Background: an optimization exercise with open tools, aiming at small area. Do not read the settings as production practice. Only simulation tests tie the RTL to the original design; equivalence was not proved. Power and IR drop assume default switching activity.

`config.mk`:
```
export PLATFORM = sky130hd
export DESIGN_NAME = fp_mult
export DESIGN_NICKNAME = fp_mult
export VERILOG_FILES = /design/flow/design.v
export SDC_FILE = /design/flow/constraint.sdc
export NUM_CORES = 4
export LEC_CHECK = 0
export CAP_MARGIN = 20
export CORE_MARGIN = 2
export CORE_UTILIZATION = 40
export SLEW_MARGIN = 20
```
`constraint.sdc`:
```
create_clock -name core_clock -period 8.0 [get_ports {clk}]
set_input_delay 1.6000 -clock core_clock [delete_from_list [all_inputs] [get_ports {clk}]]
set_output_delay 1.6000 -clock core_clock [all_outputs]
set_load 0.01 [all_outputs]
```
`design.v`:
```
`timescale 1ns / 1ps
module preprocess #(parameter E_WIDTH=8, M_WIDTH=23) (clk, reset, a, b, res_sign, a_with_hid, b_with_hid, a_exp, b_exp);
    input [E_WIDTH+M_WIDTH:0] a;
    input [E_WIDTH+M_WIDTH:0] b;
    input clk;
    input reset;
    output reg res_sign;
    output reg [M_WIDTH:0] a_with_hid;
    output reg [M_WIDTH:0] b_with_hid;
    output reg [E_WIDTH-1:0] a_exp;
    output reg [E_WIDTH-1:0] b_exp;
    wire [M_WIDTH-1 : 0]a_m = a[M_WIDTH-1 : 0];
    wire [M_WIDTH-1 : 0]b_m = b[M_WIDTH-1 : 0];
    wire [E_WIDTH-1 : 0]a_e = a[E_WIDTH+M_WIDTH-1 : M_WIDTH];
    wire [E_WIDTH-1 : 0]b_e = b[E_WIDTH+M_WIDTH-1 : M_WIDTH];
    wire a_s = a[E_WIDTH+M_WIDTH];
    wire b_s = b[E_WIDTH+M_WIDTH];
    wire a_expo_is_00 = ~|a_e;
    wire b_expo_is_00 = ~|b_e;
    wire a_expo_is_ff = &a_e;
    wire b_expo_is_ff = &b_e;
    wire a_frac_is_00 = ~|a_e;
    wire b_frac_is_00 = ~|b_e;
    wire a_is_inf = a_expo_is_ff & a_frac_is_00;
    wire b_is_inf = b_expo_is_ff & b_frac_is_00;
    wire a_is_nan = a_expo_is_ff & ~a_frac_is_00;
    wire b_is_nan = b_expo_is_ff & ~b_frac_is_00;
    wire a_is_0 = a_expo_is_00 & a_frac_is_00;
    wire b_is_0 = b_expo_is_00 & b_frac_is_00;
    wire out_is_0 = a_is_0 | b_is_0;
  	wire [2:0] spc_case;
  assign spc_case[0] = a_is_nan | b_is_nan | (a_is_0 & b_is_inf) | (b_is_0 & a_is_inf);
  assign spc_case[1] = a_is_inf | b_is_inf;
  assign spc_case[2] = ~spc_case[1] & ~spc_case[0];
    always @(posedge clk) begin
      if(reset == 0) begin
        res_sign <= 0;
        a_with_hid <= 0;
        b_with_hid <= 0;
        res_sign <= 0;
        a_exp <= 0;
        b_exp <= 0;
      end
      else begin
    	a_with_hid <= {~a_expo_is_00,a_m};  
    	b_with_hid <= {~b_expo_is_00,b_m};
        res_sign <= a_s ^ b_s;
        a_exp <= a_e;
        b_exp <= b_e;
      end
    end
endmodule
`timescale 1ns / 1ps
module mult1 #(parameter E_WIDTH=8, M_WIDTH=23) (clk, reset, a_with_hid, b_with_hid, a_exp, b_exp, a_with_hid_prev, b_with_hid_prev, temp_48resman, norm_e);
    input clk;
    input reset;
    input [M_WIDTH:0] a_with_hid;
    input [M_WIDTH:0] b_with_hid;
  	input [E_WIDTH-1:0] a_exp;
    input [E_WIDTH-1:0] b_exp;
  	output reg [M_WIDTH:0] a_with_hid_prev;
    output reg [M_WIDTH:0] b_with_hid_prev;
  	output reg [E_WIDTH:0] norm_e;
    output reg [2*M_WIDTH+1:0] temp_48resman;
    always @(posedge clk) begin
      if(reset == 0) begin
        temp_48resman <= 0;
        norm_e <= 0;
        a_with_hid_prev <= 0;
        b_with_hid_prev <= 0;
      end
      else begin
    	temp_48resman <= ({6'b000000, a_with_hid[23:0]}*{11'b00000000000, b_with_hid[23:17]});
        norm_e <= a_exp+b_exp;
        a_with_hid_prev <= a_with_hid;
        b_with_hid_prev <= b_with_hid;
      end
    end
endmodule
`timescale 1ns / 1ps
module mult2 #(parameter E_WIDTH=8, M_WIDTH=23) (clk, reset, a_with_hid, b_with_hid, norm_e_prev, temp_48resman, norm_m, norm_e, grs);
    input clk;
    input reset;
    input [M_WIDTH:0] a_with_hid;
    input [M_WIDTH:0] b_with_hid;
    input [E_WIDTH:0] norm_e_prev;
    input [2*(M_WIDTH+1)-1:0] temp_48resman;
    output reg [M_WIDTH-1:0] norm_m;
    output reg [E_WIDTH:0] norm_e;
    output reg grs;
    wire [2*(E_WIDTH+M_WIDTH+1)-1:0]temp_m;
    assign temp_m = (temp_48resman<<17) + ({6'b000000, a_with_hid}*{1'b0, b_with_hid[16:0]});
    always @(posedge clk) begin
      if(reset == 0) begin
        grs <= 0;
        norm_m <= 0;
        norm_e <= 0;
      end
      else begin
  		grs <= (temp_m[M_WIDTH] & temp_m[M_WIDTH+1]) | (|temp_m[M_WIDTH-1:0]);
    	norm_m <= (temp_m[2*(M_WIDTH+1)-1]? temp_m[2*M_WIDTH:M_WIDTH+1] : temp_m[2*(M_WIDTH+1)-1:M_WIDTH]);
    	norm_e <= norm_e_prev + temp_m[2*(M_WIDTH+1)-1];
      end
    end
endmodule
`timescale 1ns / 1ps
module norm_round #(parameter E_WIDTH=8, M_WIDTH=23) (clk, reset, res_sign, norm_e, norm_m, grs, res);
    input clk;
    input reset;
    input res_sign;
    input [E_WIDTH:0] norm_e;
    input [M_WIDTH-1:0] norm_m;
    input grs;
    output reg [E_WIDTH+M_WIDTH:0] res;
    wire [E_WIDTH:0] e;
    wire [M_WIDTH:0] m;
    wire [M_WIDTH:0] mm;
    wire [M_WIDTH:0] round_man;
    assign mm = norm_m + 1;
    assign round_man = grs ? mm : norm_m;
    assign m = round_man[M_WIDTH] ? {1'b0, round_man[M_WIDTH:1]} : round_man[M_WIDTH:0];
    assign e = round_man[M_WIDTH] ? norm_e - 126 : norm_e - 127;
  	always @(posedge clk) begin
      if(reset == 0) begin
      	res <= 0;
      end
      else begin
  		res <= {res_sign, e[E_WIDTH-1:0], m[M_WIDTH-1:0]};
      end
    end
endmodule
`timescale 1ns / 1ps
module fp_mult #(parameter E_WIDTH=8, M_WIDTH=23) (clk, reset, a, b, res);
    input clk;
    input reset;
    input [E_WIDTH+M_WIDTH:0] a;
    input [E_WIDTH+M_WIDTH:0] b;
    output [E_WIDTH+M_WIDTH:0] res;
  	wire res_sign;
    wire [M_WIDTH:0] a_with_hid;
    wire [M_WIDTH:0] b_with_hid;
    wire [M_WIDTH:0] a_with_hid_prev;
    wire [M_WIDTH:0] b_with_hid_prev;
    wire [E_WIDTH-1:0] a_exp;
    wire [E_WIDTH-1:0] b_exp;
    wire [2*(M_WIDTH+1)-1:0] temp_48resman;
    wire [M_WIDTH-1:0] norm_m;
    wire [E_WIDTH:0] norm_e;
  	wire [E_WIDTH:0] norm_e_prev;
    wire grs;
  	wire [E_WIDTH+M_WIDTH:0] ress;    
  reg [2:1] res_sign_prev;
  preprocess #(E_WIDTH, M_WIDTH) prep(
    				clk, 
    				reset, 
    				a,
    				b,
    				res_sign, 
    				a_with_hid[M_WIDTH:0], 		
    				b_with_hid[M_WIDTH:0], 
    				a_exp[E_WIDTH-1:0], 
    				b_exp[E_WIDTH-1:0]
  				);
  mult1 #(E_WIDTH, M_WIDTH) m1 (
    				clk, 
    				reset,
    				a_with_hid,
    				b_with_hid,
    				a_exp[E_WIDTH-1:0], 
    				b_exp[E_WIDTH-1:0], 
    				a_with_hid_prev,
    				b_with_hid_prev,
    				temp_48resman[2*(M_WIDTH+1)-1:0],
    				norm_e_prev
  		   );
  mult2 #(E_WIDTH, M_WIDTH) m2 (
    				clk, 
    				reset, 
    				a_with_hid_prev, 
    				b_with_hid_prev, 
    				norm_e_prev,
    				temp_48resman, 
    				norm_m[M_WIDTH-1:0], 
    				norm_e[E_WIDTH:0], 
    				grs
  		   );
  norm_round #(E_WIDTH, M_WIDTH) nr(
    				clk, 
    				reset, 
    				res_sign_prev[2], 
    				norm_e, 
    				norm_m, 
    				grs, 
    				ress[E_WIDTH+M_WIDTH:0]
  			   );
    assign res = ress;
  always @ (posedge clk) begin
      res_sign_prev[2] <= res_sign_prev[1];
      res_sign_prev[1] <= res_sign;
    end
endmodule
```
`run.sh`:
```
#!/bin/bash
# synth_recipe.tcl (not shown) runs the flow's synth.tcl, then flattens the netlist and writes it again
# the make line also repeats each setting of config.mk as NAME=value (left out here)
make -C /OpenROAD-flow-scripts/flow DESIGN_CONFIG=/design/flow/config.mk WORK_HOME=/design/flow/orfs CLKGATE_MAP_FILE= SYNTH_SCRIPT=/design/flow/synth_recipe.tcl finish
```
==> summary.txt <==
-- layout make-up --
cell class                      count  area, µm²  share of cell area [%]
Multi-Input combinational cell   2022      19290                   67.06
Sequential cell                   211       4228                   14.70
Inverter                          571       2143                   7.450
Timing Repair Buffer              129       1209                   4.201
Tap cell                          855       1070                   3.719
Clock buffer                       30      631.9                   2.196
Clock inverter                     12      195.2                  0.6785
-- registers in the layout, summed over array words and instances, names as in the netlist --
register            count
m1.temp_48resman       31
m1.norm_e               8
prep.a_with_hid        24
nr.res                 32
prep.res_sign           1
m1.a_with_hid_prev     24
m2.grs                  1
prep.a_exp              8
m2.norm_e               8
m2.norm_m              23
prep.b_with_hid        24
prep.b_exp              8
m1.b_with_hid_prev     17
res_sign_prev           2
-- power by group through the flow --
stage	registers [mW]	logic [mW]	clock network, mW
4_1_cts	1.27	1.04	1.19
3_3_place_gp	1.29	1.02	0
6_report	1.27	1.03	1.15
5_1_grt	1.29	1.17	1.23
3_5_place_dp	1.30	1.03	0
2_1_floorplan	1.22	0.757	0
-- worst reg2reg max path: stages (launching register included) --
cell and delay (ns):
dfxtp_1 1.03, nand2_1 0.19, fa_1 0.58, inv_1 0.05, fa_1 0.55, fa_1 0.43, fa_1 0.46, fa_1 0.50
inv_1 0.05, fa_1 0.57, inv_1 0.07, ha_1 0.37, a21oi_1 0.21, o21ai_0 0.15, a311oi_2 0.20, nand2_1 0.13
a211oi_2 0.39, mux2_4 0.27, nand3_4 0.27, ha_1 0.35, and3_1 0.22, nand3_1 0.11, xor2_1 0.15, nor2_1 0.06
-- per-layer routing --
metal / part of all wire [%] / track usage, % / vias up
met5: 0 / 0 / -
met4: 2.8 / 6.322 / 0
met3: 4.8 / 2.290 / 124
met2: 51 / 36.21 / 466
met1: 42 / 24.17 / 9690
li1: - / - / 8914
-- logic make-up after synthesis --
group           Yosys count  share of synthesized area, %
mux                      19                        0.7564
buf+inv                 688                         10.02
flops                   211                         16.16
fa+ha+maj               657                         44.75
simple gates            986                         18.59
compound gates          262                         6.425
xor+xnor                 98                         3.284
-- cells in the final DEF (no fill, tap or decap), drive strengths merged, types with 16 or more instances in the layout --
| master | netlist | layout |
|---|---|---|
| fa | 463 | 463 |
| mux2i | 16 | 16 |
| clkbuf | 108 | 30 |
| dfxtp | 211 | 211 |
| nand4 | 19 | 19 |
| nand3 | 26 | 26 |
| a21o | 34 | 34 |
| xor2 | 44 | 44 |
| nor2 | 100 | 100 |
| o21ai | 43 | 43 |
| xnor2 | 54 | 54 |
| nand2 | 426 | 426 |
| clkdlybuf4s50 | 0 | 96 |
| inv | 571 | 576 |
| buf | 9 | 33 |
| and2 | 326 | 326 |
| a21oi | 95 | 95 |
| nor3 | 19 | 19 |
| ha | 194 | 194 |
-- path summary, 6_finish.rpt --
| path | startpoint | endpoint | depth (start not counted) |
|---|---|---|---|
| setup / recovery | m1.b_with_hid_prev[11]$_SDFF_PN0_ | m2.norm_e[7]$_SDFF_PN0_ | 23 |
| hold / removal | prep.res_sign$_SDFF_PN0_ | res_sign_prev[1]$_DFF_P_ | 0 |
| setup reg to reg | m1.b_with_hid_prev[11]$_SDFF_PN0_ | m2.norm_e[7]$_SDFF_PN0_ | 23 |
| hold reg to reg | prep.res_sign$_SDFF_PN0_ | res_sign_prev[1]$_DFF_P_ | 0 |
-- stage by stage --
stage / hold WS (ns) / instances / power (mW)
after CTS: 0.3352 / 3830 / 3.503
after floorplan: 0.3096 / 2921 / 1.982
after global routing: 0.3391 / 3830 / 3.691
after global placement: 0.3231 / 3788 / 2.309
after detailed placement: 0.3150 / 3788 / 2.328
final: 0.3298 / 3830 / 3.452
==> flow_summary.json <==
{
  "required_ns": 8.41,
  "avgSynthCellArea_um2": 8.947,
  "hold_class": "reg -> reg",
  "grt_max_degree": 99,
  "place_area_mm2": 0.02794,
  "synth_nets": 3644,
  "path_common_cell": "fa_1",
  "first_pass_iters": 7,
  "post-place-ws_ns": 0.3504,
  "gr-total-overflow": 0,
  "yosys.cell_count.top_type": "inv_1",
  "r2r_setup_slack_ns": 0.51,
  "criticalPathCategory": "reg -> reg",
  "drtAntennaViolNets": 0,
  "cp_top_family": "adder cells",
  "finalSetupViolations": 0,
  "synth-seq-cells": 211,
  "fp.dieH_um": 259.6,
  "timing.final.crit_share_pct": 93.60,
  "syn_area_mm2": 0.02614,
  "drt-total-wl_um": 63180,
  "slowest_stage": "dfxtp_1",
  "netSwitchingFraction_pct": 33.95,
  "crit_path_max_fanout": 23,
  "cts.sinks": 211,
  "cts_tree": "yes",
  "cp_slowest_stage_delay_ns": 1.03,
  "finalHoldViolations": 0,
  "drtIter0Drc": 868,
  "p_seq_share_pct": 36.9,
  "setup_slack_ns": 0.5121,
  "worstSetupEndpointType": "flop",
  "synthCells": 2921,
  "clock_skew_ns": 0.02159,
  "num-fill-cells": 6302,
  "htree_num_levels": 1,
  "irDropWorstVdd_uv": 177.8,
  "combPwrFrac_pct": 29.7,
  "p_int_mw": 2.280,
  "worstSkewPairLatency_ns": 0.54,
  "start_util_pct": 40.47,
  "hold_buffers": 0,
  "post-route-util_pct": 44.55,
  "net-switching-power_mw": 1.172,
  "startpoint_type": "flop",
  "synth_edf_count": 0,
  "synth.area.top_cells": "fa_1, dfxtp_1, ha_1, inv_1, and2_1",
  "seq_area_frac_synth_pct": 16.16,
  "worst_slew_pin_slew_ns": 1.079,
  "grt_pass1_vias": 21590,
  "route.vias.total": 19190,
  "status": "timing/DRC/antenna clean",
  "power.density_mw_per_mm2": 120.0,
  "relSlewSlack_pct": 27.98,
  "layout.nets": 3681,
  "postCtsResizedCells": 0,
  "clkPwrFrac_pct": 33.4,
  "hpwl_um": 51780,
  "area.growth.synth_to_final_pct": 10.07,
  "portBuffers": 97,
  "cts_setup_buffers": 0,
  "avgRoutedWirePerCell_um": 16.50,
  "gp_congestion": 0.9019,
  "path_cells": "nand2_1, fa_1, inv_1, fa_1, fa_1, fa_1, fa_1, inv_1, fa_1, inv_1, ha_1, a21oi_1, o21ai_0, a311oi_2, nand2_1, a211oi_2, mux2_4, nand3_4, ha_1, and3_1, nand3_1, xor2_1, nor2_1",
  "ios": 98,
  "worstPathArrival_ns": 7.90,
  "fin_setup_tns_ns": 0,
  "crit_buf_inv": 3,
  "dieArea_mm2": 0.06740,
  "layout-drive-gt1-share_pct": 3.227,
  "ys_warn_count": 5,
  "antenna_found_initial": 0,
  "cts_max_path_buffers": 3,
  "fmax_ghz": 0.1335,
  "synthArstFlopShare_pct": 0,
  "synth_ff_type": "dfxtp_1",
  "synth_top_area_cell": "fa_1",
  "grt_pass1_wl_um": 107900,
  "clockRootBuffer": "clkbuf_16",
  "maxCapViolCount": 0,
  "p_leak_nw": 14.08,
  "post_synth_num_cell_types": 74,
  "grt_usage_pct": 19.79,
  "cts_made_buffers": 23,
  "synth_common_cells": "inv_1, fa_1, nand2_1",
  "viasPerCell": 5.011,
  "antenna_cells": 0,
  "clk_pin_slew_worst_paths_ns": 0.06,
  "row_count": 93,
  "drc": 0,
  "period_minus_slack_ns": 7.488,
  "rsz0062_at_grt": "no",
  "stdcell_area_mm2": 0.02877,
  "die_w_um": 259.6,
  "slew_violations": 0,
  "netlist.area_leader.share_pct": 35.47,
  "core_area_mm2": 0.06458
}

[separate check: timing with driven ports]
No port has a modelled driver above. Below, the same layout with a new extraction and two added sets of constraints.
Step 1 assumes that a clkbuf_16 drives the clock port and a buf_2 every other input.
Step 2 adds t to the input delays and takes it off the output delays; t is the mean of the earliest and latest rising clock arrival at the registers after step 1. Input paths then give back, and output paths get back, about the clock's delay inside the block.
Slacks: ideal ports / drivers / drivers and shift; pairs: ideal ports / drivers.
t, ns: 0.587
setup slack, ns: 0.512 / 0.512 / 0.512
worst setup path after step 2: register to register
After both steps setup and hold are still met in this run. For this run, drivers alone change the setup slack by 0.000 ns; drivers and shift together by 0.000 ns.
